What follows belongs to an exercise in optimizing a design on an open flow for small area; a production flow would make more cautious choices.
No activity file was given, so power comes from the tool's default toggle rates.

// Sobel
module Sobel
#(
    parameter IMAGE_W   =   128  ,
    parameter IMAGE_H   =   480  ,
    parameter IMAGE_DW  =   8
)
(
    input                           InVideoClk  ,
    input                           InVideoVs   ,
    input                           InVideoDe   ,
    input   [IMAGE_DW -1 :0]        InVideoData ,
    output                          OutVideoVs  ,
    output                          OutVideoDe  ,
    output  [IMAGE_DW -1 :0]        OutVideoData
);
Settings: LEC_CHECK=0, CAP_MARGIN=20, CORE_MARGIN=2, CORE_UTILIZATION=60, CTS_BUF_LIST=sky130_fd_sc_hd__clkbuf_8, CTS_CLUSTER_DIAMETER=50, CTS_CLUSTER_SIZE=20, SLEW_MARGIN=20; clock period 8.0 ns.
run.sh (not shown) runs the stock make flow with config.mk's settings and CLKGATE_MAP_FILE= SYNTH_SCRIPT=/design/flow/synth_recipe.tcl, a recipe that flattens the netlist after the stock synthesis.
The starting point finished but fails on setup timing.
Change:
--- a/flow/design.v
+++ b/flow/design.v
@@ -485,43 +485,24 @@
 wire bc252 = (Part243[6] & ~Trial244[6]) | (bc251 & (Part243[6] ^ ~Trial244[6]));
 assign Diff245[7] = Part243[7] ^ ~Trial244[7] ^ bc252;
 wire bc253 = (Part243[7] & ~Trial244[7]) | (bc252 & (Part243[7] ^ ~Trial244[7]));
 assign Diff245[8] = Part243[8] ^ 1'b1 ^ bc253;
 wire Ge254 = ~Diff245[8];
 wire [7:0] Rem255 = Ge254 ? Diff245[7:0] : Part243[7:0];
 wire [6:0] Root256 = {Root241,Ge254};
 wire [1:0] Rad257 = Rad242[1:0];
 wire [9:0] Part258 = {Rem255,Rad257[1:0]};
 wire [8:0] Trial259 = {Root256,2'b01};
-wire [9:0] Diff260;
-assign Diff260[0] = Part258[0] ^ ~Trial259[0] ^ 1'b1;
-wire bc261 = (Part258[0] & ~Trial259[0]) | (1'b1 & (Part258[0] ^ ~Trial259[0]));
-assign Diff260[1] = Part258[1] ^ ~Trial259[1] ^ bc261;
-wire bc262 = (Part258[1] & ~Trial259[1]) | (bc261 & (Part258[1] ^ ~Trial259[1]));
-assign Diff260[2] = Part258[2] ^ ~Trial259[2] ^ bc262;
-wire bc263 = (Part258[2] & ~Trial259[2]) | (bc262 & (Part258[2] ^ ~Trial259[2]));
-assign Diff260[3] = Part258[3] ^ ~Trial259[3] ^ bc263;
-wire bc264 = (Part258[3] & ~Trial259[3]) | (bc263 & (Part258[3] ^ ~Trial259[3]));
-assign Diff260[4] = Part258[4] ^ ~Trial259[4] ^ bc264;
-wire bc265 = (Part258[4] & ~Trial259[4]) | (bc264 & (Part258[4] ^ ~Trial259[4]));
-assign Diff260[5] = Part258[5] ^ ~Trial259[5] ^ bc265;
-wire bc266 = (Part258[5] & ~Trial259[5]) | (bc265 & (Part258[5] ^ ~Trial259[5]));
-assign Diff260[6] = Part258[6] ^ ~Trial259[6] ^ bc266;
-wire bc267 = (Part258[6] & ~Trial259[6]) | (bc266 & (Part258[6] ^ ~Trial259[6]));
-assign Diff260[7] = Part258[7] ^ ~Trial259[7] ^ bc267;
-wire bc268 = (Part258[7] & ~Trial259[7]) | (bc267 & (Part258[7] ^ ~Trial259[7]));
-assign Diff260[8] = Part258[8] ^ ~Trial259[8] ^ bc268;
-wire bc269 = (Part258[8] & ~Trial259[8]) | (bc268 & (Part258[8] ^ ~Trial259[8]));
-assign Diff260[9] = Part258[9] ^ 1'b1 ^ bc269;
-wire Ge270 = ~Diff260[9];
-wire [7:0] Root271 = {Root256,Ge270};
-assign OutData = rS5_Sat ? 8'hff : Root271;
+wire [9:0] Diff260 = Part258 - {1'b0,Trial259};
+wire Ge261 = ~Diff260[9];
+wire [7:0] Root262 = {Root256,Ge261};
+assign OutData = rS5_Sat ? 8'hff : Root262;
 endmodule
 module Sobel
 #(
     parameter IMAGE_W   =   128  ,
     parameter IMAGE_H   =   480  ,
     parameter IMAGE_DW  =   8
 )
 (
     input                           InVideoClk  ,
     input                           InVideoVs   ,
Outcome: The new run finished but fails on setup timing. Critical path depth rises by 8. Clock power barely changes. Total power increases by 2.1%. Cell count rose by 0.87%. Wire length rises by 0.65%. Sequential power is about the same.
Function was not checked in any run of this note: the RTL went through the layout flow alone.

==> separate check: timing with driven ports <==
The flow's constraints put no driver on any port. The routed layouts listed below were extracted and timed again, unchanged, in two steps.
Step 1, drivers: a clkbuf_16 drives InVideoClk and a buf_2 each remaining input, both assumed.
Step 2 moves the port delays by t, midway between the first and last clock arrival at a register: inputs arrive t later, outputs are due t later. That takes back most of the time a late clock gives input paths.
a / b / c = ideal / step 1 / step 2; a / b = the first two.
| run | t, ns | slack for setup (ns) | worst setup path at the end | latest minus earliest clock arrival (ns) |
|---|---|---|---|---|
| the first run | 0.907 | -0.544 / -0.608 / 0.245 | input to register | 0.044 / 0.044 |
| the second run | 0.881 | -0.573 / -0.638 / 0.243 | register to output | 0.071 / 0.070 |
